From an optimization exercise on the open Yosys and OpenROAD flow, aimed at small area, a short achievable clock period and few clock cycles per item; shortcuts taken in it are not production practice.
RTL that was checked went through simulation tests only; none was proved equivalent to the original.
The RTL of runs 2, 3 and 5 to 8 was laid out without a check of its function.
Power and IR drop assume default switching activity.

==> design.v <==
`timescale 10ns / 100ps
module divider #
(
    parameter   [16:0] REGMASK = (17'b1_1111_1111_1111_1110)
)(
    input           i_rstn          ,
    input           i_sclk          ,
    input           i_input_valid   ,
    input   [15:0]  i_dividend      ,
    input   [15:0]  i_divisor       ,
    output          o_output_valid  ,
    output  [15:0]  o_quotient      ,
    output  [15:0]  o_remainder
);
    wire    [15:0]  w_rem [0:16];
    wire    [15:0]  w_aq  [0:16];    
    wire    [15:0]  w_dvs [0:16];
    wire    [16:0]  w_vld;
    wire    [15:0]  s_rem [0:16];
    wire    [15:0]  s_aq  [0:16];
    wire    [15:0]  s_dvs [0:16];
    wire    [16:0]  s_vld;
    assign w_rem[0] = 16'd0;
    assign w_aq[0]  = i_dividend;
    assign w_dvs[0] = i_divisor;
    assign w_vld[0] = i_input_valid;
    genvar k;
    generate for (k = 0; k <= 16; k = k + 1) begin : stage
        if (k >= 1) begin : row
            wire    [k-1:0] x  = (k == 1) ? s_aq[k-1][15] : {s_rem[k-1][k-2 >= 0 ? k-2 : 0:0], s_aq[k-1][15]};
            wire    [k-1:0] bl = s_dvs[k-1][k-1:0];
            wire    [k:0]   d  = {1'b0, x} - {1'b0, bl};
            wire            hz = (k == 16) ? 1'b1 : ~|(s_dvs[k-1] >> k);
            wire            q  = hz & ~d[k];
            wire    [k-1:0] r  = q ? d[k-1:0] : x;
            assign w_rem[k] = {{(16-k){1'b0}}, r};
            assign w_aq[k]  = {s_aq[k-1][14:0], q};
            assign w_dvs[k] = s_dvs[k-1];
            assign w_vld[k] = s_vld[k-1];
        end
        if (REGMASK[k]) begin : pipe
            reg         r_vld;
            reg [15:0]  r_aq;
            always @(posedge i_sclk or negedge i_rstn)
                if (!i_rstn) r_vld <= 1'b0;
                else         r_vld <= w_vld[k];
            always @(posedge i_sclk)
                r_aq <= w_aq[k];
            assign s_vld[k] = r_vld;
            assign s_aq[k]  = r_aq;
            if (k >= 1) begin : rem
                reg [k-1:0] r_rem;
                always @(posedge i_sclk)
                    r_rem <= w_rem[k][k-1:0];
                assign s_rem[k] = {{(16-k){1'b0}}, r_rem};
            end else begin : norem
                assign s_rem[k] = 16'd0;
            end
            if (k < 16) begin : dvs
                reg [15:0] r_dvs;
                always @(posedge i_sclk)
                    r_dvs <= w_dvs[k];
                assign s_dvs[k] = r_dvs;
            end else begin : nodvs
                assign s_dvs[k] = 16'd0;
            end
        end else begin : thru
            assign s_vld[k] = w_vld[k];
            assign s_aq[k]  = w_aq[k];
            assign s_rem[k] = w_rem[k];
            assign s_dvs[k] = w_dvs[k];
        end
    end
    endgenerate
    assign o_output_valid = s_vld[16];
    assign o_quotient     = s_aq[16];
    assign o_remainder    = s_rem[16];
endmodule
==> flow/run.sh <==
#!/bin/bash
# Standard synthesis, unchanged; then the standard layout with port buffers
# that the resizer may resize (no footprint matching).
set -e
bash standard.sh synth > synth.log 2>&1
bash standard.sh MATCH_CELL_FOOTPRINT=0 "BUFFER_PORTS_ARGS=-buffer_cell sky130_fd_sc_hd__buf_4" finish > layout.log 2>&1
==> standard.sh <==
#!/bin/bash
# synth_recipe.tcl (not shown) runs the flow's synth.tcl, then flattens the netlist and writes it again
# the make line also repeats each setting of config.mk as NAME=value (left out here)
make -C /OpenROAD-flow-scripts/flow DESIGN_CONFIG=/design/flow/config.mk WORK_HOME=/design/flow/orfs CLKGATE_MAP_FILE= SYNTH_SCRIPT=/design/flow/synth_recipe.tcl "${@:-finish}"
==> config.mk <==
export PLATFORM = sky130hd
export DESIGN_NAME = divider
export DESIGN_NICKNAME = divider
export VERILOG_FILES = /design/flow/design.v
export SDC_FILE = /design/flow/constraint.sdc
export NUM_CORES = 4
export LEC_CHECK = 0
export ABC_AREA = 1
export CAP_MARGIN = 20
export CORE_MARGIN = 2
export CORE_UTILIZATION = 45
export CTS_CLUSTER_DIAMETER = 80
export CTS_CLUSTER_SIZE = 30
export PLACE_DENSITY = 0.6
export SETUP_SLACK_MARGIN = 3.0
export SLEW_MARGIN = 20
==> constraint.sdc <==
create_clock -name core_clock -period 5.5 [get_ports {i_sclk}]
set_input_delay 1.1000 -clock core_clock [delete_from_list [all_inputs] [get_ports {i_sclk}]]
set_output_delay 1.1000 -clock core_clock [all_outputs]
set_load 0.01 [all_outputs]
==> results of run 1 <==
-- power by group through the flow --
stage                     combinational [mW]  sequential (mW)  clock (mW)
after global routing                    1.83             5.21        3.14
after detailed placement                1.59             5.28           0
final                                   1.60             5.17        2.86
after floorplan                         1.19             5.25           0
after global placement                  1.57             5.28           0
after CTS                               1.60             5.18        2.98
-- what timing repair did --
item                                    in CTS  in global routing
gates resized for setup                      0                  1
endpoints found under the setup margin       0                  6
setup buffers                                0                  0
hold buffers                                 0                  0
-- metrics by stage --
step | area [um2] | worst slack, ns | total power [mW]
floorplan | 22500 | 3.48 | 6.44
global placement | 23700 | 3.27 | 6.85
detailed placement | 23700 | 3.21 | 6.87
CTS | 24800 | 3.20 | 9.76
global route | 24800 | 3.01 | 10.2
finish | 24800 | 3.30 | 9.63
-- layout make-up --
cell class              count  area, um2  area share
repair buffers             67        503      0.0203
clock inverters            15        244     0.00982
clock buffers              37        883      0.0356
multi-input cells        1436       7900       0.318
well taps                 664        831      0.0335
inverters                 378       1420      0.0573
flip-flops and latches    648      13100       0.526
-- cell families (layout without fill, tap and decap cells) --
family / after synthesis / count (layout) / share of synthesized area
AO/OA/AOI/OAI: 154 / 154 / 0.0393
XOR/XNOR: 65 / 65 / 0.0253
adder cells (fa/ha/maj): 150 / 150 / 0.0884
buffers and inverters: 391 / 497 / 0.0691
flip-flops: 648 / 648 / 0.580
AND/OR/NAND/NOR: 1067 / 1067 / 0.198
-- worst paths after layout --
check | from | end | cells after the start
worst max-delay path | stage[11].pipe.r_aq[15] | stage[12].pipe.rem.r_rem[11] | 12
worst min-delay path | stage[15].pipe.r_aq[4] | stage[16].pipe.r_aq[5] | 0
worst max register to register | stage[11].pipe.r_aq[15] | stage[12].pipe.rem.r_rem[11] | 12
worst min register to register | stage[15].pipe.r_aq[4] | stage[16].pipe.r_aq[5] | 0
max in group asynchronous | i_rstn | stage[10].pipe.r_vld | 1
min in group asynchronous | i_rstn | stage[16].pipe.r_vld | 1
-- cell usage after synthesis, drive strengths merged (3+ instances only) --
cell,count,area share
o21bai,11,0.0037
buf,12,0.0057
nand3,127,0.029
inv,376,0.063
nand4,27,0.0075
xnor2,28,0.011
nor4,6,0.0023
ha,135,0.075
and2,3,0.00083
dfrtp,16,0.018
xor2,37,0.014
a21oi,69,0.016
a21o,3,0.0010
o21ai,67,0.017
or2,4,0.0011
nand3b,10,0.0033
fa,15,0.013
nor3,14,0.0033
dfxtp,632,0.56
nand2,735,0.13
nor2,136,0.023
-- layer usage --
layer  up-vias  GRT usage  wire length (um)
met1      6642      0.214             19200
met5         -          0                 0
met2       245      0.277             18800
li1       7831          -                 -
met4         0     0.0445               836
met3        53     0.0275              1900
-- flip-flops by register name, summed over array words and instances (netlist names) --
name                  flops
stage.pipe.rem.r_rem    136
stage.pipe.r_aq         256
stage.pipe.dvs.r_dvs    240
stage.pipe.r_vld         16
==> key figures, run 1 <==
STA
  – Slew @ Worst Pin: a little under 1 ns
  – Tcrit/Tclk final: 0.401
  – RSZ-0062 raised after global routing: false
  – Total negative slack: 0 ns
  – Hold Violations, Final: 0
  – Final setup fails: 0
  – Worst hold margin: between 0.3 and 0.4 ns
  – Relative slew slack: 0.352
  – Final worst path period need: around 2.2 ns
  – Slew Limit Fails: 0
  – Peak Freq: 454 MHz
  – Clock Skews: between 0.02 and 0.025 ns

Route
  – Wirelength, routed: between 40 and 50 mm
  – Routed vias/inst: about 4.6
  – DR iter-0 viols: 827
  – WL/cell: 12.6 um
  – Antenna violation net count after detailed routing: 0
  – Drt drc: 0
  – Vias after detailed routing: between 10000 and 15000
  – Pre-Repair DR Iteration Count: 5

Critical path
  – Worst path bufs/invs: 3
  – CP max stage cell: fa_1
  – CP startpoint kind: flip-flop
  – Critical-path cell list: inv_1, ha_1, fa_1, inv_1, nand3_1, nand3_2, nand3_1, nand3_1, nand2_2, inv_1, nand2_1, nand2_1
  – Delay-heaviest family, CP: simple AND/OR/NAND/NOR gates
  – WP data required: ~6.0 ns
  – Reg2reg setup slack: about 3.3 ns
  – CP peak stage delay: between 0.4 and 0.5 ns
  – Crit path kind: reg -> reg
  – WP data arrival: approximately 2.7 ns
  – Setup crit end kind: flip-flop
  – CP Max Fanout: 19

Yosys
  – FF+latch count, synth: 648
  – Yosys cell types: 46
  – Number of cells produced by synthesis: 2475
  – Fraction of registers with async set/reset: 0.0247
  – Post-synth EDFFs: 0
  – Seq/Total Area, Yosys: 0.580
  – Ys flop type: dfxtp_1
  – Mapped Area: about 23000 um2
  – Post-Syn Area per Cell: roughly 9 um2
  – Post-Syn Nets: between 2000 and 3000
  – Warnings, synthesis: 1

Power and ir drop
  – Switch share: 0.284
  – P_sw: 2.73 mW
  – VDD IR max: around 250 uV
  – Int Pwr: a little under 7 mW
  – Power density cells: 388 nW/um2
  – Pleak: approximately 13 nW
  – Logic pwr share: 0.166
  – Sequential Power Share: 0.537
  – Share of total power in the clock network: 0.298

Final layout
  – Fraction of layout cells with a size suffix above 1: 0.0670
  – Most frequent cells in the layout: nand2_1 (711), dfxtp_1 (632), inv_1 (372)
  – Filler Cells Inserted: 4624
  – Area grow syn2layout: 10.4%
  – Commonest non-fill, non-tap cell in the layout: nand2_1
  – Antenna diodes: 0
  – Final net count: 2750
  – Final core occ: 0.505
  – Layout Cells excl Fill: 3245

GRT
  – First-pass GRT wire length: about 68 mm
  – Initial antenna violation count: 1
  – Largest net degree at the start of global routing: 32
  – Vias in the first global route: between 10000 and 15000
  – Tot GR Track Use: 0.163
  – Total grt overflow: 0

Clock tree
  – Root Buffer: clkbuf_16
  – CTS buffer count: 34
  – Clk slew on worst S/H paths: 0.09 ns
  – CTS tree: yes
  – H-tree Lvls: 2
  – Clk sinks: 648
  – CTS Buffer Depth: 3
  – Clock latency (worst-skew pair): roughly 0.57 ns

Place
  – Routability cong.: between 0.8 and 0.9
  – Post-DP HPWL: 31.7 mm
  – Placed Cells: about 3200
  – I/O Buffers: 67

Hold path
  – Hold Path Class: reg -> reg

Floorplanning
  – I/O Pins: 68
  – Row count: 81
  – Die ar.: 51800 um2
  – Core region area: 49200 um2
  – Die width: 228 um
  – Die height: about 230 um
  – Initial cell density of the core: 0.458

Outcome
  – Status: finished clean

Job
  – Max Cap Viol: 0
Testbench counts, summed over its fixed seeds: cycles 16,128, items 16,000.
==> inputs of run 2 (changes only) <==
--- a/design.v
+++ b/design.v
@@ -1,7 +1,7 @@
 `timescale 10ns / 100ps
 module divider #
 (
-    parameter   [16:0] REGMASK = (17'b1_1111_1111_1111_1110)
+    parameter   [16:0] REGMASK = (17'b1_1111_1111_1111_1100)
 )(
     input           i_rstn          ,
     input           i_sclk          ,
==> run 2 against run 1 <==
Against the previous run:
- sequential share of layout area down 0.90 points
- cell count down 2.9%
- combinational power about the same
- first-iteration DRC count up 5.1%
- register-to-register slack worse by 0.09 ns
- flip-flop and latch count down 34
- clock power down 12%
- utilization down 0.38 points
- maximum frequency down 3.9%
- critical endpoint is now stage[10].pipe.rem.r_rem[7]
- largest power group unchanged
==> key figures, run 2 <==
STA
  – Slew Limit Fails: 0
  – Peak Freq: around 440 MHz
  – Tcrit/Tclk final: 0.417
  – Final worst slack: ~3.2 ns
  – Relative slew slack: 0.449
  – RSZ-0062 raised after global routing: false
  – Total negative slack: 0 ns
  – Final setup fails: 0
  – Final worst path period need: approximately 2.3 ns
  – Clock Skews: approximately 0.011 ns
  – Hold Violations, Final: 0
  – Slew @ Worst Pin: a little over 0.8 ns

Route
  – Routed vias/inst: 4.55
  – Wirelength, routed: approximately 40 mm
  – Vias after detailed routing: ~14000
  – Met1 WL: between 20 and 25 mm
  – WL/cell: between 10 and 15 um
  – Pre-Repair DR Iteration Count: 5
  – WL met3: between 1 and 1.5 mm
  – DR top layer: met4
  – Antenna violation net count after detailed routing: 0
  – Met2 wire length: approximately 17 mm
  – DR iter-0 viols: 869
  – Drt drc: 0

Yosys
  – Post-Syn Nets: around 2600
  – Area contributors post-synth: dfxtp_1 (55%), nand2_1 (12%), ha_1 (7.7%), inv_1 (6.5%), nand3_1 (2.5%)
  – Synth area leader: dfxtp_1
  – Top cells by count, synth: nand2_1 (711), dfxtp_1 (599), inv_1 (378)
  – Seq/Total Area, Yosys: 0.567
  – Post-synth EDFFs: 0
  – Fraction of registers with async set/reset: 0.0244
  – FF+latch count, synth: ~610
  – Number of cells produced by synthesis: roughly 2400
  – Post-Syn Area per Cell: ~9.0 um2
  – Ys flop type: dfxtp_1
  – Warnings, synthesis: 1
  – Share of the synthesized area in the top cell type: 0.550
  – Most common cell in the netlist: nand2_1
  – Yosys cell types: 44
  – Mapped Area: about 22000 um2

Job
  – Max Cap Viol: 0

Place
  – I/O Buffers: between 60 and 70
  – Routability cong.: 0.881
  – Pre-CTS setup slack: between 2 and 3 ns
  – Post-DP HPWL: between 30 and 40 mm

Critical path
  – Delay-heaviest family, CP: simple AND/OR/NAND/NOR gates
  – Setup crit end kind: flip-flop
  – Critical-path cell list: inv_1, ha_1, fa_1, nand3b_1, nand2_1, nand2_1, nand2_1, nand2_1, nand2_1, nand2_2, inv_1, nand2_1, nand2_1
  – Worst path bufs/invs: 2
  – CP max stage cell: fa_1
  – CP peak stage delay: 0.41 ns
  – WP data arrival: 2.84 ns
  – Crit path kind: reg -> reg
  – CP Max Fanout: 16
  – WP data required: 6.05 ns
  – Top cell by count, worst path: nand2_1
  – CP startpoint kind: flip-flop

GRT
  – Vias in the first global route: around 14000
  – Largest net degree at the start of global routing: 32
  – Total grt overflow: 0
  – Tot GR Track Use: 0.161
  – Initial antenna violation count: 0
  – First-pass GRT wire length: roughly 66 mm

Clock tree
  – Root Buffer: clkbuf_16
  – CTS tree: yes
  – CTS buffer count: 29
  – CTS Buffer Depth: 3
  – Clk sinks: between 600 and 700
  – Clock latency (worst-skew pair): between 0.6 and 0.7 ns
  – H-tree Lvls: 1
  – Clk slew on worst S/H paths: roughly 0.10 ns

Floorplanning
  – I/O Pins: 68
  – Row count: 80
  – Die width: 224 um
  – Die ar.: roughly 50000 um2
  – Core region area: approximately 48000 um2
  – Initial cell density of the core: 0.457
  – Die height: 224 um

Power and ir drop
  – Power density cells: 377 nW/um2
  – VDD IR max: 222 uV
  – Overall power: 9.02 mW
  – Pleak: around 12 nW

Final layout
  – Top flop regs: stage.pipe.r_aq: 240 flops, stage.pipe.dvs.r_dvs: 224 flops, stage.pipe.rem.r_rem: 135 flops
  – Final core occ: 0.501
  – Area grow syn2layout: 9.81%
  – Commonest non-fill, non-tap cell in the layout: nand2_1
  – Most frequent cells in the layout: nand2_1 (711), dfxtp_1 (599), inv_1 (378)
  – Final net count: about 2700
  – Antenna diodes: 0
  – Fraction of layout cells with a size suffix above 1: 0.0729
  – Max FFs per register: 240
  – Most flops, register: stage.pipe.r_aq

Hold path
  – Hold Path Class: in -> async

Outcome
  – Status: finished clean
## run 2: metrics by stage
stage / instance area (um2) / hold slack (ns) / std cells
floorplan: 21800 / 0.310 / 2434
global placement: 23000 / 0.310 / 3104
detailed placement: 23000 / 0.312 / 3104
CTS: 23900 / 0.282 / 3152
global route: 23900 / 0.284 / 3152
finish: 23900 / 0.318 / 3152
## run 2: worst reg2reg max path, delay by kind of cell, from the launching register on
family                     cells  cell delay, ns
adders and majority gates      2            0.64
buffers and inverters          2            0.29
DFF                            1            0.36
and+or+nand+nor                9            0.93
## run 2: cell type report
| cell class | instances | area [um2] |
|---|---|---|
| well taps | 615 | 769 |
| multi-input cells | 1425 | 7910 |
| repair buffers | 67 | 503 |
| inverters | 383 | 1440 |
| flip-flops and latches | 614 | 12400 |
| clock buffers | 32 | 747 |
| clock inverters | 16 | 208 |
| fillers | 4417 | 23800 |
## run 2: kinds of logic (layout without fill, tap and decap cells)
family | Yosys count | in the layout | synth area share
AOI/OAI and AO/OA | 159 | 159 | 0.0423
DFF | 614 | 614 | 0.567
adders and majority gates | 150 | 150 | 0.0912
buffers and inverters | 395 | 498 | 0.0713
and+or+nand+nor | 1053 | 1053 | 0.203
xor gates and xnor gates | 63 | 63 | 0.0253
## run 2: power breakdown
part,leakage (nW),internal [mW],switching (mW)
sequential,5.18,4.75,0.167
combinational,6.62,0.632,0.955
clock,0.460,1.05,1.46
total,12.3,6.44,2.58
## run 2: path summary, 6_finish.rpt
path	end	slack (ns)	startpoint	depth (start not counted)
max in group asynchronous	stage[13].pipe.r_vld	5.02	i_rstn	1
worst max register to register	stage[10].pipe.rem.r_rem[7]	3.21	stage[9].pipe.r_aq[15]	13
min in group core_clock	stage[13].pipe.r_aq[7]	0.32	stage[12].pipe.r_aq[6]	0
worst min register to register	stage[13].pipe.r_aq[7]	0.32	stage[12].pipe.r_aq[6]	0
worst min-delay path	stage[2].pipe.r_vld	0.32	i_rstn	1
worst max-delay path	stage[10].pipe.rem.r_rem[7]	3.21	stage[9].pipe.r_aq[15]	13
## run 2: per-layer routing
layer,vias up,GRT usage
met3,41,0.0197
met5,-,0
met2,214,0.252
li1,7674,-
met1,6423,0.236
met4,0,0.0400
## run 2: timing repair
action,4_1_cts,5_1_grt
endpoints found under the setup margin,0,2
hold buffers,0,0
setup buffers,0,0
gates resized for setup,0,1
==> inputs of run 3 (changes only) <==
--- a/config.mk
+++ b/config.mk
@@ -9,8 +9,6 @@
 export CAP_MARGIN = 20
 export CORE_MARGIN = 2
 export CORE_UTILIZATION = 45
-export CTS_CLUSTER_DIAMETER = 80
-export CTS_CLUSTER_SIZE = 30
 export PLACE_DENSITY = 0.6
 export SETUP_SLACK_MARGIN = 3.0
 export SLEW_MARGIN = 20
==> run 3 against run 2 <==
Against the previous run:
- utilization up 2.3 points
- die area unchanged
- highest routed layer unchanged
- wire length up 1.8%
- synthesized cell count unchanged
- final area up 4.6%
- flip-flop and latch count unchanged
- combinational power about the same
- count of clock-buffer cells in the layout up 45
- non-clock buffer count unchanged
- register-to-register slack better by 0.04 ns
- total power up 18%
- critical path type unchanged
- setup slack better by 0.038 ns
==> key figures, run 3 <==
Outcome
  – Status: finished clean

Yosys
  – Ys flop type: dfxtp_1
  – Seq/Total Area, Yosys: 0.567
  – Share of the synthesized area in the top cell type: 0.550
  – Number of cells produced by synthesis: between 2000 and 2500
  – FF+latch count, synth: just over 600
  – Synth area leader: dfxtp_1
  – Yosys cell types: 44
  – Mapped Area: ~22000 um2
  – Post-Syn Nets: 2619
  – Area contributors post-synth: dfxtp_1 (55%), nand2_1 (12%), ha_1 (7.7%), inv_1 (6.5%), nand3_1 (2.5%)
  – Warnings, synthesis: 1
  – Post-synth EDFFs: 0
  – Top cells by count, synth: nand2_1 (711), dfxtp_1 (599), inv_1 (378)
  – Fraction of registers with async set/reset: 0.0244
  – Most common cell in the netlist: nand2_1
  – Post-Syn Area per Cell: 8.96 um2

Floorplanning
  – Row count: 80
  – Die ar.: 50200 um2
  – Die height: ~220 um
  – Core region area: 47700 um2
  – Initial cell density of the core: 0.457
  – I/O Pins: 68
  – Die width: around 220 um

Critical path
  – Critical-path cell list: inv_1, ha_1, fa_1, nand3b_1, nand2_1, nand2_1, nand2_1, nand2_1, nand2_1, nand2_2, inv_1, nand2_1, nand2_1
  – Reg-to-reg startpoint: stage[9].pipe.r_aq[15]
  – CP Capture Point: stage[10].pipe.rem.r_rem[8]
  – Reg2reg setup slack: 3.24 ns
  – CP Max Fanout: 16
  – CP peak stage delay: between 0.4 and 0.5 ns
  – WP data arrival: ~2.8 ns
  – WP data required: roughly 6.0 ns
  – Worst path bufs/invs: 2
  – Delay-heaviest family, CP: simple AND/OR/NAND/NOR gates
  – Worst r2r dst: stage[10].pipe.rem.r_rem[8]
  – Levels on crit path: 13
  – CP max stage cell: fa_1
  – Worst setup path start: stage[9].pipe.r_aq[15]
  – Crit path kind: reg -> reg
  – CP startpoint kind: flip-flop
  – Setup crit end kind: flip-flop
  – Top cell by count, worst path: nand2_1
  – R2R depth: 13

Final layout
  – Commonest non-fill, non-tap cell in the layout: nand2_1
  – Area grow syn2layout: 14.9%
  – Layout Cells excl Fill: around 3200
  – Final net count: 2735
  – Top flop regs: stage.pipe.r_aq: 240 flops, stage.pipe.dvs.r_dvs: 224 flops, stage.pipe.rem.r_rem: 135 flops
  – Antenna diodes: 0
  – Filler Cells Inserted: 4299
  – Area occupied by multi-input gates: about 7900 um2
  – Seq. cell area: around 12000 um2
  – Most frequent cells in the layout: nand2_1 (711), dfxtp_1 (599), inv_1 (378)
  – Fraction of layout cells with a size suffix above 1: 0.0927
  – Max FFs per register: 240
  – Most flops, register: stage.pipe.r_aq

Job
  – Max Cap Viol: 0

GRT
  – Largest net degree at the start of global routing: 26
  – Initial antenna violation count: 0
  – Total grt overflow: 0
  – Tot GR Track Use: 0.166
  – First-pass GRT wire length: about 68 mm
  – Vias in the first global route: about 14000

Clock tree
  – Root Buffer: clkbuf_16
  – Clk sinks: 614
  – CTS tree: yes
  – H-tree Lvls: 2
  – Resized Gates After CTS: 0
  – CTS Hold Buffers Added: 0
  – Post-CTS Setup Repair Bufs: 0
  – CTS Buffer Depth: 3
  – Clk slew on worst S/H paths: 0.06 ns
  – CTS buffer count: 59
  – Clock latency (worst-skew pair): between 0.6 and 0.7 ns

STA
  – Clock Skews: between 0.05 and 0.06 ns
  – Peak Freq: 443 MHz
  – Final worst path period need: between 2 and 2.5 ns
  – Relative slew slack: 0.476
  – Slew Limit Fails: 0
  – Total negative slack: 0 ns
  – Slew @ Worst Pin: around 0.8 ns
  – RSZ-0062 raised after global routing: false
  – Final setup fails: 0
  – Tcrit/Tclk final: 0.410
  – Hold Violations, Final: 0

Route
  – Drt drc: 0
  – DR iter-0 viols: about 900
  – Routed vias/inst: ~4.6
  – Vias after detailed routing: ~15000
  – Antenna violation net count after detailed routing: 0
  – WL/cell: ~13 um
  – Wirelength, routed: between 40 and 50 mm
  – Pre-Repair DR Iteration Count: 5

Place
  – I/O Buffers: 67
  – Post-DP HPWL: ~31 mm
  – Routability cong.: around 0.88
  – Placed Cells: ~3100

Power and ir drop
  – VDD IR max: about 250 uV
  – Power density cells: approximately 420 nW/um2
  – Pleak: ~13 nW

Hold path
  – Hold Path Class: in -> async
==> run 3: cell count changes in the layout (fill, tap and decap cells not counted), sizes merged <==
cell and change:
clkbuf +45, clkinv +12, bufinv +5, clkinvlp +5, inv -5
==> run 3: worst min-delay path by stage <==
stage	start	end	slack, ns	depth (start not counted)
finish	i_rstn	stage[2].pipe.r_vld	0.30	1
global route	i_rstn	stage[16].pipe.r_vld	0.28	1
CTS	i_rstn	stage[13].pipe.r_vld	0.26	1
detailed placement	stage[9].pipe.r_aq[9]	stage[10].pipe.r_aq[10]	0.31	0
global placement	stage[9].pipe.r_aq[11]	stage[10].pipe.r_aq[12]	0.31	0
floorplan	stage[9].pipe.r_aq[9]	stage[10].pipe.r_aq[10]	0.31	0
==> run 3: area by class of cell <==
type,instances,area share
Multi-Input combinational cell,1425,0.316
Sequential cell,614,0.494
Inverter,383,0.0576
Timing Repair Buffer,67,0.0201
Clock inverter,33,0.0161
Clock buffer,77,0.0661
Tap cell,615,0.0307
==> run 3: cells by family after synthesis <==
family / count (synthesis) / synth area share
compound gates: 159 / 0.0423
xor+xnor: 63 / 0.0253
fa+ha+maj: 150 / 0.0912
buf+inv: 395 / 0.0713
flops: 614 / 0.567
simple gates: 1053 / 0.203
==> run 3: power breakdown <==
group	switching, mW	internal, mW
Clock	1.71	2.39
Combinational	0.958	0.632
Sequential	0.167	4.75
==> run 3: worst register-to-register path, cell delays in order, from the launching register on <==
cell      delay [ns]
dfxtp_1         0.34
inv_1           0.05
ha_1            0.23
fa_1            0.41
nand3b_1        0.17
nand2_1         0.14
nand2_1         0.06
nand2_1         0.10
nand2_1         0.06
nand2_1         0.07
nand2_2         0.19
inv_1           0.23
nand2_1         0.08
nand2_1         0.07
==> run 3: per-stage QoR <==
step | cell area (um2) | setup WS, ns | hold WS (ns) | total power [mW] | util
5_1_grt | 25000 | 3.03 | 0.275 | 11.2 | 0.525
3_5_place_dp | 23000 | 2.60 | 0.312 | 6.60 | 0.481
3_3_place_gp | 23000 | 2.64 | 0.310 | 6.58 | 0.481
6_report | 25000 | 3.24 | 0.302 | 10.6 | 0.525
2_1_floorplan | 21800 | 2.88 | 0.310 | 6.19 | -
4_1_cts | 25000 | 3.22 | 0.265 | 10.7 | 0.525
==> run 3: metal layers <==
layer	track usage	part of all wire	wire, um
met1	0.235	0.52	21000
met2	0.257	0.42	17100
met3	0.0340	0.047	1890
met4	0.0441	0.015	624
met5	0	0	0
==> inputs of run 4 (changes only) <==
--- a/design.v
+++ b/design.v
@@ -1,7 +1,7 @@
 `timescale 10ns / 100ps
 module divider #
 (
-    parameter   [16:0] REGMASK = (17'b1_1111_1111_1111_1100)
+    parameter   [16:0] REGMASK = (17'b1_1111_1111_1111_1110)
 )(
     input           i_rstn          ,
     input           i_sclk          ,
==> run 4 against run 3 <==
Against the previous run:
- sequential share of layout area up 0.91 points
- clock skew fell by 0.037 ns
- wire length up 3.0%
- largest cell class unchanged
- critical endpoint is now o_output_valid
- critical path type is now reg -> out
- die area grew 3.2%
- highest routed layer unchanged
- non-clock buffer count unchanged
- setup slack better by 0.061 ns
==> key figures, run 4 <==
GRT
  – Tot GR Track Use: 0.167
  – Initial antenna violation count: 1
  – Largest net degree at the start of global routing: 26
  – Vias in the first global route: ~15000
  – Total grt overflow: 0
  – First-pass GRT wire length: 69.3 mm

Final layout
  – Most flops, register: stage.pipe.r_aq
  – Final net count: ~2800
  – Fraction of layout cells with a size suffix above 1: 0.0881
  – Final core occ: 0.528
  – Area grow syn2layout: 15.3%
  – Layout Cells excl Fill: between 3000 and 4000
  – Commonest non-fill, non-tap cell in the layout: nand2_1
  – Filler Cells Inserted: ~4500
  – Antenna diodes: 0
  – Most frequent cells in the layout: nand2_1 (711), dfxtp_1 (632), inv_1 (372)
  – Top flop regs: stage.pipe.r_aq: 256 flops, stage.pipe.dvs.r_dvs: 240 flops, stage.pipe.rem.r_rem: 136 flops
  – Max FFs per register: ~260

Critical path
  – CP max stage cell: dfrtp_1
  – CP Max Fanout: 1
  – Worst path bufs/invs: 1
  – WP data arrival: about 1.1 ns
  – Critical-path cell list: buf_4
  – CP peak stage delay: between 0.3 and 0.4 ns
  – Levels on crit path: 1
  – Delay-heaviest family, CP: flip-flops
  – R2R depth: 12
  – Crit path kind: reg -> out
  – WP data required: between 4 and 5 ns
  – CP startpoint kind: flip-flop
  – Setup crit end kind: output port

Yosys
  – Seq/Total Area, Yosys: 0.580
  – Fraction of registers with async set/reset: 0.0247
  – Post-Syn Nets: between 2000 and 3000
  – Area contributors post-synth: dfxtp_1 (56%), nand2_1 (12%), ha_1 (7.5%), inv_1 (6.2%), nand3_1 (2.8%)
  – Top cells by count, synth: nand2_1 (712), dfxtp_1 (632), inv_1 (372)
  – Mapped Area: about 23000 um2
  – Post-synth EDFFs: 0
  – Yosys cell types: between 40 and 50
  – Synth area leader: dfxtp_1
  – Warnings, synthesis: 1
  – Ys flop type: dfxtp_1
  – FF+latch count, synth: 648
  – Number of cells produced by synthesis: around 2500
  – Share of the synthesized area in the top cell type: 0.562
  – Post-Syn Area per Cell: 9.09 um2
  – Most common cell in the netlist: nand2_1

Route
  – Wirelength, routed: 41.8 mm
  – Drt drc: 0
  – DR iter-0 viols: 834
  – Routed vias/inst: between 4 and 5
  – Antenna violation net count after detailed routing: 0
  – Pre-Repair DR Iteration Count: 5
  – Vias after detailed routing: approximately 15000
  – WL/cell: 12.6 um

STA
  – Final worst path period need: approximately 2.2 ns
  – Peak Freq: 456 MHz
  – Final setup fails: 0
  – Slew @ Worst Pin: between 0.9 and 1 ns
  – RSZ-0062 raised after global routing: false
  – Relative slew slack: 0.356
  – Clock Skews: 0.0135 ns
  – Tcrit/Tclk final: 0.399
  – Total negative slack: 0 ns
  – Slew Limit Fails: 0
  – Hold Violations, Final: 0

Place
  – Post-DP HPWL: 31.7 mm
  – I/O Buffers: 67
  – Placed Cells: between 3000 and 4000
  – Routability cong.: 0.826

Hold path
  – Hold Path Class: reg -> reg
  – Hold path cells: 0

Power and ir drop
  – Pleak: between 10 and 15 nW
  – Logic pwr share: 0.142
  – Int Pwr: 8.36 mW
  – VDD IR max: around 270 uV
  – Sequential Power Share: 0.459
  – Power density cells: between 400 and 500 nW/um2
  – Switch share: 0.259
  – Share of total power in the clock network: 0.399
  – P_sw: 2.92 mW

Clock tree
  – H-tree Lvls: 3
  – CTS buffer count: 67
  – CTS Buffer Depth: 3
  – Clk sinks: 648
  – Clk slew on worst S/H paths: ~0.060 ns
  – Clock latency (worst-skew pair): about 0.59 ns
  – CTS tree: yes
  – Root Buffer: clkbuf_16
  – CTS Hold Buffers Added: 0

Job
  – Max Cap Viol: 0

Floorplanning
  – Die ar.: 51800 um2
  – Die height: 228 um
  – Core region area: 49200 um2
  – I/O Pins: 68
  – Die width: about 230 um
  – Initial cell density of the core: 0.458
  – Row count: 81

Outcome
  – Status: finished clean
[run 4: final timing paths]
| path | startpoint | to | slack (ns) |
|---|---|---|---|
| worst max-delay path | stage[16].pipe.r_vld | o_output_valid | 3.31 |
| worst min-delay path | stage[1].pipe.r_aq[2] | stage[2].pipe.r_aq[3] | 0.32 |
| worst max register to register | stage[11].pipe.r_aq[15] | stage[12].pipe.rem.r_rem[5] | 3.32 |
| worst min register to register | stage[1].pipe.r_aq[2] | stage[2].pipe.r_aq[3] | 0.32 |
| max in group asynchronous | i_rstn | stage[10].pipe.r_vld | 4.96 |
| min in group asynchronous | i_rstn | stage[15].pipe.r_vld | 0.36 |
[run 4: cell type report]
cell class	count	area, um2	area share
Inverter	378	1420	0.0549
Multi-Input combinational cell	1436	7900	0.304
Tap cell	664	831	0.0320
Clock inverter	32	359	0.0138
Clock buffer	85	1890	0.0727
Timing Repair Buffer	67	503	0.0194
Sequential cell	648	13100	0.503
[run 4: power by group through the flow]
stage,registers (mW),clock network (mW),logic [mW]
2_1_floorplan,5.25,0,1.19
3_3_place_gp,5.28,0,1.57
3_5_place_dp,5.28,0,1.59
4_1_cts,5.18,4.65,1.60
5_1_grt,5.21,4.83,1.83
6_report,5.18,4.50,1.60
[run 4: cells by family (layout without fill, tap and decap cells)]
kind of cell    after synthesis  after routing  share of synthesized area
compound gates              154            154                     0.0393
simple gates               1067           1067                      0.198
buf+inv                     391            562                     0.0691
xor+xnor                     65             65                     0.0253
fa+ha+maj                   150            150                     0.0884
flops                       648            648                      0.580
[run 4: metal layers]
metal  global-route usage  vias to the layer above  share of wire  routed length (um)
met5                    0                        -              0                   0
met4               0.0628                        0          0.021                 891
met3               0.0343                       71          0.053                2220
met2                0.280                      284           0.46               19400
met1                0.213                     6734           0.46               19400
li1                     -                     7929              -                   -
[run 4: what timing repair did]
item | CTS | global route
buffers inserted | 0 | 0
endpoints found under the setup margin | 0 | 6
resized for setup | 0 | 1
[run 4: stage by stage]
step	hold slack (ns)	setup slack, ns	power, mW	area (um2)
after floorplan	0.310	3.48	6.44	22500
after global placement	0.310	3.27	6.85	23700
after detailed placement	0.312	3.21	6.87	23700
after CTS	0.323	3.20	11.4	26000
after global routing	0.325	3.01	11.9	26000
final	0.320	3.31	11.3	26000
Testbench counts of run 4, summed over its fixed seeds: cycles 16,128, items 16,000.
==> inputs of run 5 (changes only) <==
--- a/design.v
+++ b/design.v
@@ -29,10 +29,31 @@
         if (k >= 1) begin : row
             wire    [k-1:0] x  = (k == 1) ? s_aq[k-1][15] : {s_rem[k-1][k-2 >= 0 ? k-2 : 0:0], s_aq[k-1][15]};
             wire    [k-1:0] bl = s_dvs[k-1][k-1:0];
-            wire    [k:0]   d  = {1'b0, x} - {1'b0, bl};
+            localparam integer L = $clog2(k) + 1;
+            wire    [k-1:0] g0 = x & ~bl;
+            wire    [k-1:0] p0 = ~(x ^ bl);
+            wire    [k-1:0] gg [0:L];
+            wire    [k-1:0] pp [0:L];
+            assign gg[0] = {g0[k-1:1], g0[0] | p0[0]};
+            assign pp[0] = {p0[k-1:1], 1'b0};
+            genvar l, j;
+            for (l = 0; l < L; l = l + 1) begin : lvl
+                for (j = 0; j < k; j = j + 1) begin : bt
+                    if ((j >> l) & 1) begin : comb
+                        localparam integer m = ((j >> l) << l) - 1;
+                        assign gg[l+1][j] = gg[l][j] | (pp[l][j] & gg[l][m]);
+                        assign pp[l+1][j] = pp[l][j] & pp[l][m];
+                    end else begin : pass
+                        assign gg[l+1][j] = gg[l][j];
+                        assign pp[l+1][j] = pp[l][j];
+                    end
+                end
+            end
+            wire    [k:0]   c  = {gg[L], 1'b1};
+            wire    [k-1:0] d  = p0 ^ c[k-1:0];
             wire            hz = (k == 16) ? 1'b1 : ~|(s_dvs[k-1] >> k);
-            wire            q  = hz & ~d[k];
-            wire    [k-1:0] r  = q ? d[k-1:0] : x;
+            wire            q  = hz & c[k];
+            wire    [k-1:0] r  = q ? d : x;
             assign w_rem[k] = {{(16-k){1'b0}}, r};
             assign w_aq[k]  = {s_aq[k-1][14:0], q};
             assign w_dvs[k] = s_dvs[k-1];
--- a/config.mk
+++ b/config.mk
@@ -9,6 +9,8 @@
 export CAP_MARGIN = 20
 export CORE_MARGIN = 2
 export CORE_UTILIZATION = 45
+export CTS_CLUSTER_DIAMETER = 80
+export CTS_CLUSTER_SIZE = 30
 export PLACE_DENSITY = 0.6
 export SETUP_SLACK_MARGIN = 3.0
 export SLEW_MARGIN = 20
==> run 5 against run 4 <==
Against the previous run:
- utilization decreased by 2.2 points
- cell count is 19% lower
- count of clock-buffer cells in the layout fell by 52
- sequential power barely moved
- setup slack worse by 0.27 ns
- sequential share of layout area increased by 6.4 points
- synthesized cell count is 21% lower
- critical path type is now reg -> reg
- critical endpoint is now stage[9].pipe.rem.r_rem[7]
- largest cell class unchanged
- largest power group unchanged
==> key figures, run 5 <==
STA
  – Slew @ Worst Pin: roughly 0.52 ns
  – RSZ-0062 raised after global routing: true
  – Total negative slack: 0 ns
  – Peak Freq: 405 MHz
  – Hold Violations, Final: 0
  – Relative slew slack: 0.650
  – Final setup fails: 0
  – Final worst path period need: 2.47 ns
  – Slew Limit Fails: 0
  – Clock Skews: about 0.025 ns
  – Tcrit/Tclk final: 0.449

Final layout
  – Commonest non-fill, non-tap cell in the layout: dfxtp_1
  – Area grow syn2layout: 10.8%
  – Most frequent cells in the layout: dfxtp_1 (631), nand2_1 (436), inv_1 (273)
  – Final Instance Area: approximately 23000 um2
  – Max FFs per register: approximately 260
  – Filler Cells Inserted: 4099
  – Antenna diodes: 0
  – Fraction of layout cells with a size suffix above 1: 0.109
  – Most flops, register: stage.pipe.r_aq
  – Top flop regs: stage.pipe.r_aq: 256 flops, stage.pipe.dvs.r_dvs: 240 flops, stage.pipe.rem.r_rem: 136 flops
  – Final net count: roughly 2300

Power and ir drop
  – VDD IR max: ~300 uV
  – Pleak: 11.3 nW
  – Power density cells: 389 nW/um2

Hold path
  – Hold Path Class: reg -> reg

Floorplanning
  – Die width: 219 um
  – Row count: 78
  – Die ar.: around 48000 um2
  – Die height: between 200 and 250 um
  – I/O Pins: a little under 70
  – Initial cell density of the core: 0.457
  – Core region area: about 45000 um2

Route
  – Wirelength, routed: between 20 and 30 mm
  – Pre-Repair DR Iteration Count: 4
  – WL/cell: between 10 and 15 um
  – Drt drc: 0
  – Routed vias/inst: around 4.4
  – DR iter-0 viols: roughly 410
  – Vias after detailed routing: around 12000
  – Antenna violation net count after detailed routing: 0

Critical path
  – Crit path kind: reg -> reg
  – WP data arrival: roughly 3.0 ns
  – CP Max Fanout: 8
  – WP data required: between 6 and 7 ns
  – CP startpoint kind: flip-flop
  – Setup crit end kind: flip-flop

GRT
  – Tot GR Track Use: 0.128
  – Initial antenna violation count: 0
  – Largest net degree at the start of global routing: 32
  – Vias in the first global route: 11700
  – Total grt overflow: 0
  – First-pass GRT wire length: around 51 mm

Clock tree
  – Clock latency (worst-skew pair): 0.61 ns
  – CTS Buffer Depth: 3
  – CTS tree: yes
  – Clk slew on worst S/H paths: roughly 0.1 ns
  – CTS buffer count: 30
  – Root Buffer: clkbuf_16
  – CTS Hold Buffers Added: 0
  – Clk sinks: 648
  – H-tree Lvls: 1

Job
  – Max Cap Viol: 0

Yosys
  – Share of the synthesized area in the top cell type: 0.609
  – Warnings, synthesis: 3
  – Most common cell in the netlist: dfxtp_1
  – Number of cells produced by synthesis: roughly 2000
  – Top cells by count, synth: dfxtp_1 (632), nand2_1 (447), inv_1 (277)
  – Mapped Area: approximately 21000 um2
  – Ys flop type: dfxtp_1
  – FF+latch count, synth: 648
  – Area contributors post-synth: dfxtp_1 (61%), nand2_1 (8.1%), ha_1 (7.1%), inv_1 (5.0%), fa_1 (4.7%)
  – Post-synth EDFFs: 0
  – Seq/Total Area, Yosys: 0.628
  – Yosys cell types: 38
  – Post-Syn Nets: around 2200
  – Post-Syn Area per Cell: between 10 and 15 um2
  – Fraction of registers with async set/reset: 0.0247
  – Synth area leader: dfxtp_1

Place
  – Post-DP HPWL: roughly 22 mm
  – Post-DP Area: ~22000 um2
  – I/O Buffers: between 60 and 70
  – Routability cong.: between 0.8 and 0.9

Outcome
  – Status: finished clean
## run 5: changes by cell type after synthesis, sizes merged, moves of 12 or more
cell,before,now
nand3,127,57
fa,15,49
inv,376,282
nand2,735,470
xor2,37,25
o21ai,67,82
nor2,136,84
ha,135,118
nand4,27,7
## run 5: repair_timing
| action | 4_1_cts | 5_1_grt |
|---|---|---|
| cloned | 1 | 0 |
| pin swaps | 3 | 9 |
| gates resized for setup | 19 | 30 |
| setup endpoints to repair | 31 | 68 |
| setup buffers | 5 | 2 |
## run 5: final timing paths
kind	start	endpoint	slack (ns)	cells past startpoint
setup / recovery	stage[8].pipe.r_aq[15]	stage[9].pipe.rem.r_rem[7]	3.03	16
hold / removal	stage[1].pipe.r_aq[11]	stage[2].pipe.r_aq[12]	0.33	0
min in group asynchronous	i_rstn	stage[16].pipe.r_vld	0.34	1
hold reg to reg	stage[1].pipe.r_aq[11]	stage[2].pipe.r_aq[12]	0.33	0
max in group asynchronous	i_rstn	stage[5].pipe.r_vld	4.97	1
setup reg to reg	stage[8].pipe.r_aq[15]	stage[9].pipe.rem.r_rem[7]	3.03	16
## run 5: where the power goes
| part | switching, mW | internal [mW] |
|---|---|---|
| Combinational | 0.687 | 0.514 |
| Clock | 1.53 | 1.08 |
| Sequential | 0.144 | 5.00 |
| Total | 2.36 | 6.59 |
## run 5: area by class of cell
| type | count | area, um2 | area share |
|---|---|---|---|
| Clock buffer | 33 | 762 | 0.0331 |
| Clock inverter | 16 | 215 | 0.00935 |
| Inverter | 282 | 1070 | 0.0465 |
| Multi-Input combinational cell | 1015 | 6610 | 0.287 |
| Sequential cell | 648 | 13100 | 0.567 |
| Tap cell | 600 | 751 | 0.0326 |
| Timing Repair Buffer | 75 | 571 | 0.0248 |
## run 5: logic make-up (layout without fill, tap and decap cells)
logic type,after synthesis,in the layout,synth area share
simple gates,653,653,0.130
flops,648,648,0.628
buf+inv,301,406,0.0593
compound gates,150,150,0.0449
fa+ha+maj,167,167,0.118
xor+xnor,45,45,0.0190
## run 5: worst max-delay path, cell delays in order, from the launching register on
cell and delay (ns):
dfxtp_2 0.36, inv_2 0.05, ha_4 0.15, fa_2 0.33, inv_2 0.07, nand3_2 0.06, o211ai_1 0.12, nand3_1 0.14
nand2_2 0.10, a21oi_2 0.06, fa_2 0.34, nor2_2 0.08, nand4_1 0.17, buf_6 0.21, inv_4 0.07, nand3_2 0.06
nand2_1 0.05
## run 5: stage by stage
stage	setup WS, ns	hold WS (ns)	total power, mW	instances	utilization
after floorplan	3.01	0.310	6.14	1964	-
after CTS	3.00	0.308	9.07	2667	0.504
after global routing	2.84	0.316	9.47	2669	0.506
after global placement	2.48	0.310	6.40	2612	0.481
after detailed placement	2.38	0.312	6.45	2612	0.481
final	3.03	0.327	8.95	2669	0.506
## run 5: per-layer routing
layer  global-route usage  vias up  routed length [um]
met5                    0        -                   0
met4               0.0493        0                 940
met3               0.0208       49                1110
met2                0.251      152               15600
met1                0.135     5252               12000
li1                     -     6211                   -
==> inputs of run 6 (changes only) <==
--- a/design.v
+++ b/design.v
@@ -30,12 +30,12 @@
             wire    [k-1:0] x  = (k == 1) ? s_aq[k-1][15] : {s_rem[k-1][k-2 >= 0 ? k-2 : 0:0], s_aq[k-1][15]};
             wire    [k-1:0] bl = s_dvs[k-1][k-1:0];
             localparam integer L = $clog2(k) + 1;
-            wire    [k-1:0] g0 = x & ~bl;
-            wire    [k-1:0] p0 = ~(x ^ bl);
+            wire    [k-1:0] gi = x & ~bl;            
+            wire    [k-1:0] ti = x | ~bl;            
             wire    [k-1:0] gg [0:L];
             wire    [k-1:0] pp [0:L];
-            assign gg[0] = {g0[k-1:1], g0[0] | p0[0]};
-            assign pp[0] = {p0[k-1:1], 1'b0};
+            assign gg[0] = {gi[k-1:1], 1'b1};
+            assign pp[0] = {ti[(k > 1 ? k-2 : 0):0], 1'b0};
             genvar l, j;
             for (l = 0; l < L; l = l + 1) begin : lvl
                 for (j = 0; j < k; j = j + 1) begin : bt
@@ -49,8 +49,8 @@
                     end
                 end
             end
-            wire    [k:0]   c  = {gg[L], 1'b1};
-            wire    [k-1:0] d  = p0 ^ c[k-1:0];
+            wire    [k:0]   c  = {ti & gg[L], 1'b1};
+            wire    [k-1:0] d  = ~(x ^ bl) ^ c[k-1:0];
             wire            hz = (k == 16) ? 1'b1 : ~|(s_dvs[k-1] >> k);
             wire            q  = hz & c[k];
             wire    [k-1:0] r  = q ? d : x;
==> run 6 against run 5 <==
Against the previous run:
- sequential share of layout area shrank 5.0 points
- area after synthesis grew 10%
- utilization shrank 0.35 points
- largest power group unchanged
- maximum frequency grew 7.7%
- still clean
==> key figures, run 6 <==
Yosys
  – Simple-Gate Fraction of Synth Area: 0.120
  – Mapped Area: between 20000 and 25000 um2
  – Number of cells produced by synthesis: 2214
  – Post-Syn Area per Cell: 10.4 um2
  – Top cells by count, synth: dfxtp_1 (632), nand2_1 (402), inv_1 (385)
  – Post-synthesis xor/xnor area fraction: 0.0145
  – Area contributors post-synth: dfxtp_1 (55%), ha_1 (14%), nand2_1 (6.6%), inv_1 (6.3%), fa_1 (4.3%)
  – Post-synth EDFFs: 0
  – Warnings, synthesis: 2
  – Share of the synthesized area in the top cell type: 0.552
  – Main combinational cell family by area after synthesis: adder cells
  – Post-synthesis adder-cell area fraction: 0.187
  – Seq/Total Area, Yosys: 0.570
  – Synth area leader: dfxtp_1
  – FF+latch count, synth: roughly 650
  – Fraction of registers with async set/reset: 0.0247
  – Most common cell in the netlist: dfxtp_1
  – Ys flop type: dfxtp_1
  – Yosys cell types: 47
  – Synth Area in Compound Gates: 0.0394
  – Mux share of post-synthesis cell area: 0
  – Post-Syn Nets: roughly 2600

Power and ir drop
  – Switch share: 0.264
  – Sequential Power Share: 0.568
  – Logic pwr share: 0.133
  – VDD IR max: 294 uV
  – Pleak: roughly 13 nW
  – Int Pwr: ~6.7 mW
  – Power density cells: 362 nW/um2
  – Share of total power in the clock network: 0.300
  – P_sw: approximately 2.4 mW

GRT
  – Initial antenna violation count: 0
  – Met2 usage: 0.266
  – Tot GR Track Use: 0.124
  – First-pass GRT wire length: 55.6 mm
  – Vias in the first global route: 13500
  – Met1 usage: 0.114
  – Largest net degree at the start of global routing: 32
  – Grt met3 use: 0.0166
  – Total grt overflow: 0
  – Grt peak-use layer: met2

Place
  – Placed Cells: just under 3000
  – Post-DP HPWL: approximately 24 mm
  – I/O Buffers: 67
  – Routability cong.: 0.780

Clock tree
  – CTS tree: yes
  – H-tree Lvls: 1
  – CTS Buffer Depth: 3
  – Clk sinks: roughly 650
  – CTS Hold Buffers Added: 0
  – Clock latency (worst-skew pair): roughly 0.60 ns
  – CTS buffer count: 31
  – Root Buffer: clkbuf_16
  – Clk slew on worst S/H paths: ~0.10 ns

Floorplanning
  – Initial cell density of the core: 0.457
  – Die width: 230 um
  – Die ar.: between 50000 and 60000 um2
  – Die height: about 230 um
  – Core region area: roughly 50000 um2
  – I/O Pins: 68
  – Row count: a little over 80

Critical path
  – Crit path kind: reg -> reg
  – Top cell by count, worst path: nand2_1
  – CP startpoint kind: flip-flop
  – WP data required: between 6 and 7 ns
  – Delay-heaviest family, CP: simple AND/OR/NAND/NOR gates
  – CP peak stage delay: 0.36 ns
  – Setup crit end kind: flip-flop
  – WP data arrival: between 2 and 3 ns
  – Critical-path cell list: inv_1, ha_1, nor2_1, o21ai_0, nand2_1, nand2_1, nand2_1, nand3_1, a21oi_2, fa_1, nor4b_2, nand2_2, buf_12, o21ai_0
  – Worst path bufs/invs: 2
  – CP Max Fanout: 14
  – CP max stage cell: dfxtp_1

Final layout
  – Commonest non-fill, non-tap cell in the layout: dfxtp_1
  – Fraction of layout cells with a size suffix above 1: 0.0734
  – Filler Cells Inserted: 4523
  – Most frequent cells in the layout: dfxtp_1 (632), nand2_1 (400), inv_1 (385)
  – Most flops, register: stage.pipe.r_aq
  – Area grow syn2layout: 10.1%
  – Final net count: 2646
  – Layout Cells excl Fill: 2989
  – Max FFs per register: 256
  – Antenna diodes: 0
  – Top flop regs: stage.pipe.r_aq: 256 flops, stage.pipe.dvs.r_dvs: 240 flops, stage.pipe.rem.r_rem: 136 flops

Route
  – Pre-Repair DR Iteration Count: 4
  – DR iter-0 viols: 338
  – Routed vias/inst: 4.35
  – Vias after detailed routing: 13000
  – Antenna violation net count after detailed routing: 0
  – Drt drc: 0
  – WL/cell: approximately 11 um
  – Wirelength, routed: about 32 mm

STA
  – Clock Skews: about 0.016 ns
  – Slew @ Worst Pin: 0.612 ns
  – Final worst path period need: about 2.3 ns
  – Final setup fails: 0
  – RSZ-0062 raised after global routing: true
  – Total negative slack: 0 ns
  – Hold Violations, Final: 0
  – Slew Limit Fails: 0
  – Relative slew slack: 0.591
  – Tcrit/Tclk final: 0.417
  – Peak Freq: approximately 440 MHz

Hold path
  – Hold Path Class: in -> async

Outcome
  – Status: finished clean

Job
  – Max Cap Viol: 0
-- run 6: layout make-up --
cell class,count,area (um2),area share
Clock buffer,35,811,0.0321
Clock inverter,17,244,0.00967
Inverter,391,1470,0.0583
Multi-Input combinational cell,1158,8290,0.329
Sequential cell,648,13100,0.517
Tap cell,672,841,0.0333
Timing Repair Buffer,68,523,0.0207
-- run 6: cell families after synthesis --
family                   after synthesis
AND/OR/NAND/NOR                      649
flip-flops                           648
buffers and inverters                408
adder cells (fa/ha/maj)              313
AO/OA/AOI/OAI                        158
XOR/XNOR                              38
-- run 6: power by group through the flow --
| stage | Combinational (mW) | Sequential [mW] | Clock [mW] |
|---|---|---|---|
| 2_1_floorplan | 0.885 | 5.29 | 0 |
| 3_3_place_gp | 1.17 | 5.29 | 0 |
| 3_5_place_dp | 1.22 | 5.30 | 0 |
| 4_1_cts | 1.23 | 5.19 | 2.86 |
| 5_1_grt | 1.42 | 5.23 | 3.02 |
| 6_report | 1.21 | 5.19 | 2.74 |
-- run 6: path summary, 6_finish.rpt --
path | from | end | slack, ns | cells after the start
max reg2reg | stage[8].pipe.rem.r_rem[1] | stage[9].pipe.rem.r_rem[3] | 3.21 | 14
max | stage[8].pipe.rem.r_rem[1] | stage[9].pipe.rem.r_rem[3] | 3.21 | 14
min | i_rstn | stage[3].pipe.r_vld | 0.33 | 1
min reg2reg | stage[3].pipe.r_aq[11] | stage[4].pipe.r_aq[12] | 0.33 | 0
min in group core_clock | stage[3].pipe.r_aq[11] | stage[4].pipe.r_aq[12] | 0.33 | 0
max in group asynchronous | i_rstn | stage[16].pipe.r_vld | 4.98 | 1
-- run 6: layer usage --
| layer | wire [um] | up-vias |
|---|---|---|
| li1 | - | 6840 |
| met1 | 11900 | 5998 |
| met2 | 18000 | 119 |
| met3 | 884 | 58 |
| met4 | 856 | 0 |
| met5 | 0 | - |
-- run 6: per-stage QoR --
stage | setup WS, ns | total power [mW] | util | area (um2) | hold WS [ns]
2_1_floorplan | 3.37 | 6.17 | - | 22900 | 0.310
3_3_place_gp | 3.00 | 6.47 | 0.481 | 24100 | 0.311
3_5_place_dp | 2.91 | 6.53 | 0.481 | 24100 | 0.312
4_1_cts | 3.06 | 9.29 | 0.503 | 25200 | 0.291
5_1_grt | 2.92 | 9.67 | 0.503 | 25200 | 0.303
6_report | 3.21 | 9.14 | 0.503 | 25200 | 0.329
-- run 6: repair_timing --
item,CTS,global route
endpoints found under the setup margin,5,17
gates cloned,0,0
resized for setup,1,3
setup buffers,1,0
==> inputs of run 7 (changes only) <==
--- a/design.v
+++ b/design.v
@@ -50,10 +50,9 @@
                 end
             end
             wire    [k:0]   c  = {ti & gg[L], 1'b1};
-            wire    [k-1:0] d  = ~(x ^ bl) ^ c[k-1:0];
             wire            hz = (k == 16) ? 1'b1 : ~|(s_dvs[k-1] >> k);
             wire            q  = hz & c[k];
-            wire    [k-1:0] r  = q ? d : x;
+            wire    [k-1:0] r  = x ^ ({k{q}} & ~(bl ^ c[k-1:0]));
             assign w_rem[k] = {{(16-k){1'b0}}, r};
             assign w_aq[k]  = {s_aq[k-1][14:0], q};
             assign w_dvs[k] = s_dvs[k-1];
==> run 7 against run 6 <==
Against the previous run:
- still clean on timing, DRC and antenna
- flip-flop and latch count unchanged
- cell count down 1.1%
- die area fell by 10%
- non-clock buffer count decreased by 1
- critical path type is now reg -> out
==> key figures, run 7 <==
Power and ir drop
  – Switch share: 0.256
  – Power density cells: roughly 380 nW/um2
  – Sequential Power Share: 0.593
  – Int Pwr: about 6.4 mW
  – Pleak: 11.0 nW
  – Overall power: between 8 and 9 mW
  – Share of total power in the clock network: 0.298
  – P_sw: around 2.2 mW
  – VDD IR max: slightly below 300 uV
  – Logic pwr share: 0.109

Clock tree
  – CTS Hold Buffers Added: 0
  – CTS tree: yes
  – Clock latency (worst-skew pair): 0.60 ns
  – Post-CTS Setup Repair Bufs: 0
  – Clk sinks: 648
  – CTS Buffer Depth: 3
  – Clk slew on worst S/H paths: roughly 0.1 ns
  – Resized Gates After CTS: 0
  – CTS buffer count: 30
  – Root Buffer: clkbuf_16
  – H-tree Lvls: 1

STA
  – Relative slew slack: 0.435
  – Clock Skews: 0.0188 ns
  – Final setup fails: 0
  – Slew Limit Fails: 0
  – Peak Freq: roughly 460 MHz
  – Final worst path period need: 2.19 ns
  – Slew @ Worst Pin: approximately 0.85 ns
  – Final worst slack: 3.31 ns
  – RSZ-0062 raised after global routing: false
  – Total negative slack: 0 ns
  – Worst hold margin: between 0.3 and 0.4 ns
  – Hold Violations, Final: 0
  – Tcrit/Tclk final: 0.399

Yosys
  – Ys flop type: dfxtp_1
  – FF+latch count, synth: ~650
  – Fraction of registers with async set/reset: 0.0247
  – Mapped Area: 20500 um2
  – Post-synth EDFFs: 0
  – Warnings, synthesis: 2
  – Synth area leader: dfxtp_1
  – Share of the synthesized area in the top cell type: 0.616
  – Post-Syn Area per Cell: a little over 9 um2
  – Top cells by count, synth: dfxtp_1 (632), nand2_1 (628), inv_1 (308)
  – Post-Syn Nets: 2287
  – Yosys cell types: 43
  – Number of cells produced by synthesis: 2252
  – Seq/Total Area, Yosys: 0.635
  – Area contributors post-synth: dfxtp_1 (62%), nand2_1 (11%), inv_1 (5.6%), xor2_1 (3.2%), nand3_1 (2.7%)
  – Most common cell in the netlist: dfxtp_1

Final layout
  – Fraction of layout cells with a size suffix above 1: 0.0823
  – Antenna diodes: 0
  – Most frequent cells in the layout: dfxtp_1 (632), nand2_1 (628), inv_1 (308)
  – Final Instance Area: 22700 um2
  – Final net count: 2376
  – Commonest non-fill, non-tap cell in the layout: dfxtp_1
  – Top flop regs: stage.pipe.r_aq: 256 flops, stage.pipe.dvs.r_dvs: 240 flops, stage.pipe.rem.r_rem: 136 flops
  – Max FFs per register: around 260
  – Area grow syn2layout: 10.4%
  – Most flops, register: stage.pipe.r_aq

Hold path
  – Hold Path Class: reg -> reg

Outcome
  – Status: finished clean

Floorplanning
  – Core region area: between 40000 and 50000 um2
  – Die ar.: roughly 47000 um2
  – I/O Pins: slightly below 70
  – Row count: 78
  – Die height: between 200 and 250 um
  – Initial cell density of the core: 0.455
  – Die width: around 220 um

GRT
  – First-pass GRT wire length: approximately 52 mm
  – Grt peak-use layer: met2
  – Vias in the first global route: between 10000 and 15000
  – Total grt overflow: 0
  – Met2 usage: 0.260
  – Tot GR Track Use: 0.128
  – Initial antenna violation count: 0
  – Grt met3 use: 0.0179
  – Largest net degree at the start of global routing: 31
  – Met1 usage: 0.129

Critical path
  – CP Max Fanout: 1
  – Worst path bufs/invs: 1
  – WP data required: between 4 and 5 ns
  – Delay-heaviest family, CP: flip-flops
  – Setup crit end kind: output port
  – Critical-path cell list: buf_4
  – Crit path kind: reg -> out
  – CP peak stage delay: roughly 0.37 ns
  – WP data arrival: approximately 1.1 ns
  – CP startpoint kind: flip-flop
  – CP max stage cell: dfrtp_1

Place
  – Pre-CTS setup slack: between 3 and 4 ns
  – Post-DP Area: approximately 22000 um2
  – I/O Buffers: 67
  – Routability cong.: about 0.81
  – Post-DP HPWL: 22.8 mm

Route
  – Antenna violation net count after detailed routing: 0
  – Drt drc: 0
  – Vias after detailed routing: between 10000 and 15000
  – Wirelength, routed: just over 30 mm
  – DR iter-0 viols: 612
  – WL/cell: about 10 um
  – Pre-Repair DR Iteration Count: 6
  – Routed vias/inst: 4.53

Job
  – Max Cap Viol: 0
## run 7: per-stage QoR
step                       util  cells
after floorplan               -   2252
after global placement    0.480   2909
after detailed placement  0.480   2909
after CTS                 0.502   2957
after global routing      0.502   2957
final                     0.502   2957
## run 7: power by group through the flow
stage	Combinational, mW	Sequential [mW]	Clock, mW
floorplan	0.691	5.22	0
global placement	0.897	5.23	0
detailed placement	0.937	5.23	0
CTS	0.940	5.12	2.71
global route	1.07	5.16	2.87
finish	0.940	5.12	2.58
## run 7: logic make-up (layout without fill, tap and decap cells)
logic type | count (synthesis) | after routing | synth area share
DFF | 648 | 648 | 0.635
xor gates and xnor gates | 81 | 81 | 0.0349
buffers and inverters | 328 | 433 | 0.0632
and+or+nand+nor | 993 | 993 | 0.211
AOI/OAI and AO/OA | 202 | 202 | 0.0557
## run 7: worst paths after layout
kind	start	to	slack, ns	depth (start not counted)
setup / recovery	stage[16].pipe.r_vld	o_output_valid	3.31	1
hold / removal	stage[6].pipe.r_aq[9]	stage[7].pipe.r_aq[10]	0.33	0
setup reg to reg	stage[12].pipe.rem.r_rem[0]	stage[13].pipe.rem.r_rem[2]	3.37	12
hold reg to reg	stage[6].pipe.r_aq[9]	stage[7].pipe.r_aq[10]	0.33	0
max in group asynchronous	i_rstn	stage[12].pipe.r_vld	4.99	1
min in group asynchronous	i_rstn	stage[16].pipe.r_vld	0.34	1
## run 7: area by class of cell
cell class	count	area, um2
Tap cell	600	751
Clock buffer	33	783
Sequential cell	648	13100
Multi-Input combinational cell	1276	6190
Clock inverter	15	204
Fill cell	4119	22500
Inverter	318	1190
Timing Repair Buffer	67	503
## run 7: per-layer routing
metal	routed length [um]	vias up
li1	-	7183
met1	12400	5960
met2	16500	193
met3	979	62
met4	782	0
met5	0	-
==> inputs of run 8 (changes only) <==
--- a/config.mk
+++ b/config.mk
@@ -12,5 +12,5 @@
 export CTS_CLUSTER_DIAMETER = 80
 export CTS_CLUSTER_SIZE = 30
 export PLACE_DENSITY = 0.6
-export SETUP_SLACK_MARGIN = 3.0
+export SETUP_SLACK_MARGIN = 3.3
 export SLEW_MARGIN = 20
==> run 8 against run 7 <==
Against the previous run:
- still clean on timing, DRC and antenna
- sequential power barely moved
- final area rose by 0.35%
- count of clock-buffer cells in the layout did not move
- critical path type unchanged
- largest cell class unchanged
==> key figures, run 8 <==
Critical path
  – Worst r2r dst: stage[16].pipe.rem.r_rem[10]
  – CP startpoint kind: flip-flop
  – WP data required: about 4.4 ns
  – Reg2reg setup slack: between 3 and 4 ns
  – Levels on crit path: 1
  – CP max stage cell: dfrtp_1
  – R2R depth: 10
  – Worst path bufs/invs: 1
  – CP Max Fanout: 1
  – Critical-path cell list: buf_6
  – CP peak stage delay: 0.38 ns
  – Setup crit end kind: output port
  – WP data arrival: around 1.1 ns
  – CP Capture Point: o_output_valid
  – Crit path kind: reg -> out
  – Delay-heaviest family, CP: flip-flops
  – Reg-to-reg startpoint: stage[15].pipe.rem.r_rem[3]
  – Worst setup path start: stage[16].pipe.r_vld

STA
  – Tcrit/Tclk final: 0.398
  – Slew @ Worst Pin: between 0.7 and 0.8 ns
  – Hold Violations, Final: 0
  – Final worst path period need: roughly 2.2 ns
  – Total negative slack: 0 ns
  – Final setup fails: 0
  – RSZ-0062 raised after global routing: true
  – Relative slew slack: 0.523
  – Peak Freq: ~460 MHz
  – Clock Skews: 0.0193 ns
  – Slew Limit Fails: 0
  – Worst hold margin: about 0.33 ns

Clock tree
  – Root Buffer: clkbuf_16
  – Clock latency (worst-skew pair): ~0.60 ns
  – Clk sinks: between 600 and 700
  – CTS tree: yes
  – CTS Buffer Depth: 3
  – CTS Hold Buffers Added: 0
  – H-tree Lvls: 1
  – Clk slew on worst S/H paths: about 0.10 ns
  – CTS buffer count: 30

Place
  – Routability cong.: 0.809
  – Post-DP HPWL: approximately 23 mm
  – I/O Buffers: 67

Floorplanning
  – Initial cell density of the core: 0.455
  – Die width: 218 um
  – I/O Pins: ~70
  – Die height: 218 um
  – Row count: a little under 80
  – Die ar.: 47400 um2
  – Core region area: between 40000 and 50000 um2

Yosys
  – Area contributors post-synth: dfxtp_1 (62%), nand2_1 (11%), inv_1 (5.6%), xor2_1 (3.2%), nand3_1 (2.7%)
  – Simple-Gate Fraction of Synth Area: 0.211
  – Most common cell in the netlist: dfxtp_1
  – Synth Area in Compound Gates: 0.0557
  – Ys flop type: dfxtp_1
  – Seq/Total Area, Yosys: 0.635
  – FF+latch count, synth: roughly 650
  – Mapped Area: just over 20000 um2
  – Post-Syn Area per Cell: 9.12 um2
  – Mux share of post-synthesis cell area: 0
  – Main combinational cell family by area after synthesis: simple AND/OR/NAND/NOR gates
  – Post-Syn Nets: roughly 2300
  – Top cells by count, synth: dfxtp_1 (632), nand2_1 (628), inv_1 (308)
  – Warnings, synthesis: 2
  – Number of cells produced by synthesis: 2252
  – Share of the synthesized area in the top cell type: 0.616
  – Fraction of registers with async set/reset: 0.0247
  – Post-synthesis xor/xnor area fraction: 0.0349
  – Post-synthesis adder-cell area fraction: 0
  – Synth area leader: dfxtp_1
  – Yosys cell types: 43
  – Post-synth EDFFs: 0

Power and ir drop
  – Overall power: between 8 and 9 mW
  – Power density cells: approximately 380 nW/um2
  – VDD IR max: around 300 uV
  – Pleak: 11.0 nW

Final layout
  – Most flops, register: stage.pipe.r_aq
  – Commonest non-fill, non-tap cell in the layout: nand2_1
  – Top flop regs: stage.pipe.r_aq: 256 flops, stage.pipe.dvs.r_dvs: 240 flops, stage.pipe.rem.r_rem: 136 flops
  – Max FFs per register: roughly 260
  – Antenna diodes: 0
  – Fraction of layout cells with a size suffix above 1: 0.0874
  – Final net count: 2377
  – Most frequent cells in the layout: nand2_1 (628), dfxtp_1 (621), inv_1 (308)
  – Area grow syn2layout: 10.8%
  – Filler Cells Inserted: slightly above 4000

GRT
  – Total grt overflow: 0
  – Largest net degree at the start of global routing: 31
  – First-pass GRT wire length: approximately 52 mm
  – Vias in the first global route: ~13000
  – Tot GR Track Use: 0.128
  – Initial antenna violation count: 0

Route
  – Antenna violation net count after detailed routing: 0
  – Routed vias/inst: 4.54
  – Wirelength, routed: between 30 and 40 mm
  – Pre-Repair DR Iteration Count: 8
  – Drt drc: 0
  – DR iter-0 viols: approximately 670
  – Vias after detailed routing: 13400
  – WL/cell: approximately 10 um

Job
  – Max Cap Viol: 0

Hold path
  – Hold Path Class: reg -> reg

Outcome
  – Status: finished clean
-- run 8: layout make-up --
type	instances	area, um2	share of cell area
flip-flops and latches	648	13100	0.574
multi-input cells	1277	6210	0.273
inverters	318	1190	0.0524
clock buffers	33	783	0.0344
well taps	600	751	0.0330
repair buffers	67	552	0.0242
clock inverters	15	204	0.00896
-- run 8: stage by stage --
| step | util | cells | setup slack (ns) | cell area, um2 |
|---|---|---|---|---|
| 5_1_grt | 0.504 | 2958 | 3.25 | 22800 |
| 6_report | 0.504 | 2958 | 3.31 | 22800 |
| 3_5_place_dp | 0.480 | 2909 | 3.36 | 21700 |
| 3_3_place_gp | 0.480 | 2909 | 3.37 | 21700 |
| 2_1_floorplan | - | 2252 | 3.64 | 20500 |
| 4_1_cts | 0.502 | 2957 | 3.25 | 22700 |
-- run 8: cell families after synthesis --
family | after synthesis
simple gates | 993
flops | 648
buf+inv | 328
compound gates | 202
xor+xnor | 81
-- run 8: repair_timing --
item                       CTS  global route
pin swaps                    0             1
setup endpoints to repair    5            25
setup buffers                0             0
resized for setup            8            17
cloned                       0             1
-- run 8: where the power goes --
| group | internal [mW] | total (mW) | switching [mW] | leakage, nW |
|---|---|---|---|---|
| Combinational | 0.367 | 0.958 | 0.591 | 5.09 |
| Clock | 1.09 | 2.58 | 1.49 | 0.468 |
| Sequential | 4.98 | 5.13 | 0.147 | 5.47 |
| Total | 6.44 | 8.67 | 2.23 | 11.0 |
-- run 8: worst min-delay path by stage --
stage / startpoint / end / slack, ns / cells after the start
2_1_floorplan: stage[9].pipe.r_aq[9] / stage[10].pipe.r_aq[10] / 0.31 / 0
3_3_place_gp: stage[3].pipe.r_aq[1] / stage[4].pipe.r_aq[2] / 0.31 / 0
3_5_place_dp: stage[9].pipe.r_aq[9] / stage[10].pipe.r_aq[10] / 0.31 / 0
4_1_cts: i_rstn / stage[16].pipe.r_vld / 0.29 / 1
5_1_grt: i_rstn / stage[16].pipe.r_vld / 0.31 / 1
6_report: stage[6].pipe.r_aq[9] / stage[7].pipe.r_aq[10] / 0.33 / 0
-- run 8: routing by layer --
layer | global-route usage | vias up | wire, um
met5 | 0 | - | 0
met4 | 0.0491 | 0 | 900
met3 | 0.0179 | 72 | 993
met2 | 0.261 | 201 | 16600
met1 | 0.129 | 5970 | 12500
li1 | - | 7190 | -

port drivers added, routing unchanged:
Ports are ideal in the flow. The routed layouts listed here were re-timed in OpenROAD. Step 1: set_driving_cell puts a clkbuf_16 on i_sclk and a buf_2 on each other input, an assumption about the parent block. Step 2 also shifts input and output timing later by t, the mid clock arrival at the registers, as if the neighbouring blocks saw the same clock. Slacks: ideal ports / drivers / drivers and shift; pairs: ideal ports / drivers.
| run | t (ns) | setup slack, ns |
|---|---|---|
| run 1 | 0.621 | 3.296 / 3.267 / 3.296 |
| run 2 | 0.655 | 3.206 / 3.206 / 2.633 |
| run 3 | 0.670 | 3.244 / 3.209 / 2.640 |
| run 4 | 0.639 | 3.306 / 3.249 / 3.295 |
| run 5 | 0.657 | 3.032 / 3.032 / 3.032 |
| run 6 | 0.653 | 3.208 / 3.208 / 3.208 |
| run 7 | 0.645 | 3.306 / 3.255 / 3.366 |
| run 8 | 0.645 | 3.311 / 3.260 / 3.380 |
After both steps setup and hold are still met in every run listed.
